This design comes from an exercise in tuning for small area on the open sky130 flow, not from production work. No driver is modelled on the clock port, so clock power and skew are understated where the tree is cut down; a real chip needs a root buffer or a tree.

==> flow/design.v <==
module BP(
  clk,
  rst_n,
  in_valid,
  guy,
  in0,
  in1,
  in2,
  in3,
  in4,
  in5,
  in6,
  in7,
  out_valid,
  out
);
input             clk, rst_n;
input             in_valid;
input       [2:0] guy;
input       [1:0] in0, in1, in2, in3, in4, in5, in6, in7;
output            out_valid;
output      [1:0] out;
localparam NS = 71;
reg  [6:0] c;
reg  [NS-1:0] s;
reg  [2:0] f [0:30];
reg  [4:0] k;
reg  [2:0] lane;
reg        skip;
reg  [2:0] tgt;
wire idle  = ~|c;
wire start = idle & in_valid;
wire ob    = |in0;
wire ty    = ~&{in0[1], in1[1], in2[1], in3[1], in4[1], in5[1], in6[1], in7[1]};
wire g1 = ~&in1, g2 = ~&in2, g3 = ~&in3, g4 = ~&in4, g5 = ~&in5, g6 = ~&in6, g7 = ~&in7;
wire [2:0] q = {g4|g5|g6|g7, g2|g3|g6|g7, g1|g3|g5|g7};
wire push  = in_valid & ob;
wire fill  = ~in_valid & |k[2:0];
wire win   = c[6] & |c[5:0];
wire ne    = lane != tgt;
wire gt    = tgt > lane;
wire m     = s[NS-1] & ~skip;
wire j     = m & s[NS-2];
wire pop   = win & m;
wire sh    = start | push | fill | pop;
integer i;
always @(*)
  case (k[4:3])
    2'd1: tgt = f[6];
    2'd2: tgt = f[14];
    2'd3: tgt = f[22];
    default: tgt = f[30];
  endcase
assign out_valid = win;
assign out = ~win ? 2'b00 : ne ? (gt ? 2'b01 : 2'b10) : {j, j};
always @(posedge clk or negedge rst_n) begin
  if (!rst_n) c <= 7'd0;
  else if (in_valid) c <= 7'd58;
  else c <= c + {6'd0, ~idle};
end
always @(posedge clk) begin
  s <= {s[NS-2:1], s[0] | (in_valid & ob), ob & ty};
  skip <= pop;
  if (start) k <= 5'd1;
  else if (push | fill) k <= k + 5'd1;
  if (start | push) f[0] <= start ? guy : q;
  if (sh) for (i = 1; i < 31; i = i + 1) f[i] <= f[i-1];
  if (start) lane <= guy;
  else if (win & ne) lane <= gt ? lane + 3'd1 : lane - 3'd1;
end
endmodule
export LEC_CHECK = 0
export CAP_MARGIN = 0
export CORE_MARGIN = 2
export CORE_UTILIZATION = 70
export SLEW_MARGIN = 0
create_clock -name core_clock -period 8.0 [get_ports {clk}]
standard.sh (not shown) runs the stock make flow with config.mk's settings and CLKGATE_MAP_FILE= SYNTH_SCRIPT=/design/flow/synth_recipe.tcl, a recipe that flattens the netlist after the stock synthesis.
==> flow/flow/run.sh <==
#!/bin/bash
# Standard ORFS layout (the standard.sh), with two changes:
#  - after CTS, flow/clocktree.tcl rebuilds the clock tree: one root buffer
#    and one leaf buffer per cluster of about CT_SINKS flip-flops;
#  - port buffers of the smallest buffer cell.
set -euo pipefail
export CTS_ARGS="-sink_clustering_enable -repair_clock_nets -dont_use_dummy_load -buf_list sky130_fd_sc_hd__clkbuf_8"
export POST_CTS_TCL="$(pwd)/flow/clocktree.tcl"
export CT_LEAF=sky130_fd_sc_hd__clkbuf_8
export CT_ROOT=sky130_fd_sc_hd__clkbuf_4
export CT_SINKS=18
export BUFFER_PORTS_ARGS="-buffer_cell sky130_fd_sc_hd__buf_1"
bash standard.sh > standard.log 2>&1
==> flow/flow/clocktree.tcl <==
# Rebuild the clock tree after CTS: leaf buffers over k-means clusters of the
# flip-flops, all driven by one root buffer on the clock port.
set block [ord::get_db_block]
set db [ord::get_db]
set leaf_cell [expr {[info exists ::env(CT_LEAF)] ? $::env(CT_LEAF) : "sky130_fd_sc_hd__clkbuf_8"}]
set root_cell [expr {[info exists ::env(CT_ROOT)] ? $::env(CT_ROOT) : "sky130_fd_sc_hd__clkbuf_4"}]
set per_leaf  [expr {[info exists ::env(CT_SINKS)] ? $::env(CT_SINKS) : 20}]

set clknet [[$block findBTerm clk] getNet]

# remove the CTS buffers and their nets
foreach inst [$block getInsts] {
  set name [$inst getName]
  if {[string match "clkbuf_*" $name] || [string match "clkload*" $name]} {
    foreach it [$inst getITerms] {
      set n [$it getNet]
      if {$n eq "NULL" || $n eq ""} continue
      if {[$it isOutputSignal]} {
        foreach s [$n getITerms] { if {$s ne $it} { $s disconnect; $s connect $clknet } }
        $it disconnect
        if {[llength [$n getITerms]] == 0 && [llength [$n getBTerms]] == 0} { odb::dbNet_destroy $n }
      } else { $it disconnect }
    }
    odb::dbInst_destroy $inst
  }
}

# clock sinks
set sinks {}
foreach it [$clknet getITerms] {
  set inst [$it getInst]
  set bb [$inst getBBox]
  lappend sinks [list $it [expr {([$bb xMin]+[$bb xMax])/2.0}] [expr {([$bb yMin]+[$bb yMax])/2.0}]]
}
set n [llength $sinks]
set k [expr {int(ceil(double($n)/$per_leaf))}]
puts "clocktree: $n sinks, $k leaves of $leaf_cell"

# k-means, seeded from sinks sorted along x
set sorted [lsort -real -index 1 $sinks]
set cents {}
for {set i 0} {$i < $k} {incr i} {
  set s [lindex $sorted [expr {int(($i+0.5)*$n/$k)}]]
  lappend cents [list [lindex $s 1] [lindex $s 2]]
}
for {set iter 0} {$iter < 50} {incr iter} {
  set assign {}
  for {set i 0} {$i < $k} {incr i} { set sx($i) 0; set sy($i) 0; set cnt($i) 0 }
  foreach s $sinks {
    set best 0; set bd 1e18
    for {set i 0} {$i < $k} {incr i} {
      set c [lindex $cents $i]
      set d [expr {abs([lindex $s 1]-[lindex $c 0]) + abs([lindex $s 2]-[lindex $c 1])}]
      if {$d < $bd && $cnt($i) < $per_leaf} { set bd $d; set best $i }
    }
    incr cnt($best)
    set sx($best) [expr {$sx($best)+[lindex $s 1]}]
    set sy($best) [expr {$sy($best)+[lindex $s 2]}]
    lappend assign $best
  }
  set cents {}
  for {set i 0} {$i < $k} {incr i} {
    if {$cnt($i) > 0} { lappend cents [list [expr {$sx($i)/$cnt($i)}] [expr {$sy($i)/$cnt($i)}]] } else { lappend cents [list 0 0] }
  }
}

set rootnet [odb::dbNet_create $block "clknet_root"]
$rootnet setSigType CLOCK
set root [odb::dbInst_create $block [$db findMaster $root_cell] "clkbuf_root"]
set ax 0; set ay 0
for {set i 0} {$i < $k} {incr i} {
  set c [lindex $cents $i]
  set net($i) [odb::dbNet_create $block "clknet_leaf_$i"]
  $net($i) setSigType CLOCK
  set b [odb::dbInst_create $block [$db findMaster $leaf_cell] "clkbuf_leaf_$i"]
  $b setLocation [expr {int([lindex $c 0])}] [expr {int([lindex $c 1])}]
  $b setPlacementStatus PLACED
  [$b findITerm A] connect $rootnet
  [$b findITerm X] connect $net($i)
  set ax [expr {$ax + [lindex $c 0]}]; set ay [expr {$ay + [lindex $c 1]}]
}
foreach s $sinks a $assign {
  set it [lindex $s 0]
  $it disconnect
  $it connect $net($a)
}
$root setLocation [expr {int($ax/$k)}] [expr {int($ay/$k)}]
$root setPlacementStatus PLACED
[$root findITerm A] connect $clknet
[$root findITerm X] connect $rootnet

detailed_placement
check_placement -verbose
estimate_parasitics -placement
Change:
--- a/flow/design.v
+++ b/flow/design.v
@@ -33,37 +33,37 @@
 wire ob    = |in0;
 wire ty    = ~&{in0[1], in1[1], in2[1], in3[1], in4[1], in5[1], in6[1], in7[1]};
 wire g1 = ~&in1, g2 = ~&in2, g3 = ~&in3, g4 = ~&in4, g5 = ~&in5, g6 = ~&in6, g7 = ~&in7;
 wire [2:0] q = {g4|g5|g6|g7, g2|g3|g6|g7, g1|g3|g5|g7};
 wire push  = in_valid & ob;
-wire fill  = ~in_valid & |k[2:0];
+wire fill  = ~in_valid & ~&k[2:0];
 wire win   = c[6] & |c[5:0];
 wire ne    = lane != tgt;
 wire gt    = tgt > lane;
 wire m     = s[NS-1] & ~skip;
 wire j     = m & s[NS-2];
 wire pop   = win & m;
-wire sh    = start | push | fill | pop;
+wire sh    = push | fill | pop;
 integer i;
 always @(*)
   case (k[4:3])
-    2'd1: tgt = f[6];
-    2'd2: tgt = f[14];
-    2'd3: tgt = f[22];
+    2'd0: tgt = f[6];
+    2'd1: tgt = f[14];
+    2'd2: tgt = f[22];
     default: tgt = f[30];
   endcase
 assign out_valid = win;
 assign out = ~win ? 2'b00 : ne ? (gt ? 2'b01 : 2'b10) : {j, j};
 always @(posedge clk or negedge rst_n) begin
   if (!rst_n) c <= 7'd0;
-  else if (in_valid) c <= 7'd58;
-  else c <= c + {6'd0, ~idle};
+  else if (start) c <= 7'd58;
+  else if (!idle && !in_valid) c <= c + 7'd1;
 end
 always @(posedge clk) begin
   s <= {s[NS-2:1], s[0] | (in_valid & ob), ob & ty};
   skip <= pop;
-  if (start) k <= 5'd1;
+  if (start) k <= 5'd0;
   else if (push | fill) k <= k + 5'd1;
   if (start | push) f[0] <= start ? guy : q;
   if (sh) for (i = 1; i < 31; i = i + 1) f[i] <= f[i-1];
   if (start) lane <= guy;
   else if (win & ne) lane <= gt ? lane + 3'd1 : lane - 3'd1;
With this change the flow never finished: it broke off in detailed placement (3_5_place_dp). Synthesized cell count rose by a few percent. Synthesized area barely changes.
No functional check of the RTL was part of any run of this note. In the first run of this note the design's own scripts or RTL, not TritonCTS, make the clock network.

port drivers added, routing unchanged:
The flow's constraints put no driver on any port. The routed layout listed below was extracted and timed again, unchanged, in two steps. Step 1 sets driving cells, clkbuf_16 on the clock port and buf_2 on the other inputs (assumed; they add their load-dependent delay and slew). Step 2, shift: input delay + t, output delay - t, t = (earliest + latest rising clock arrival at the registers) / 2. This alone moves slack from input paths to output paths. Three values: no drivers, after step 1, after step 2; two values: the first two.
run: the first run
t (ns): 0.528
setup slack, ns: 3.720 / 3.693 / 3.988
latest minus earliest clock arrival (ns): 0.017 / 0.017
worst data-port slew with drivers (ns): 0.04
After both steps the first run still meets setup and hold. For the first run, drivers alone change the setup slack by -0.027 ns; drivers and shift together by +0.268 ns.
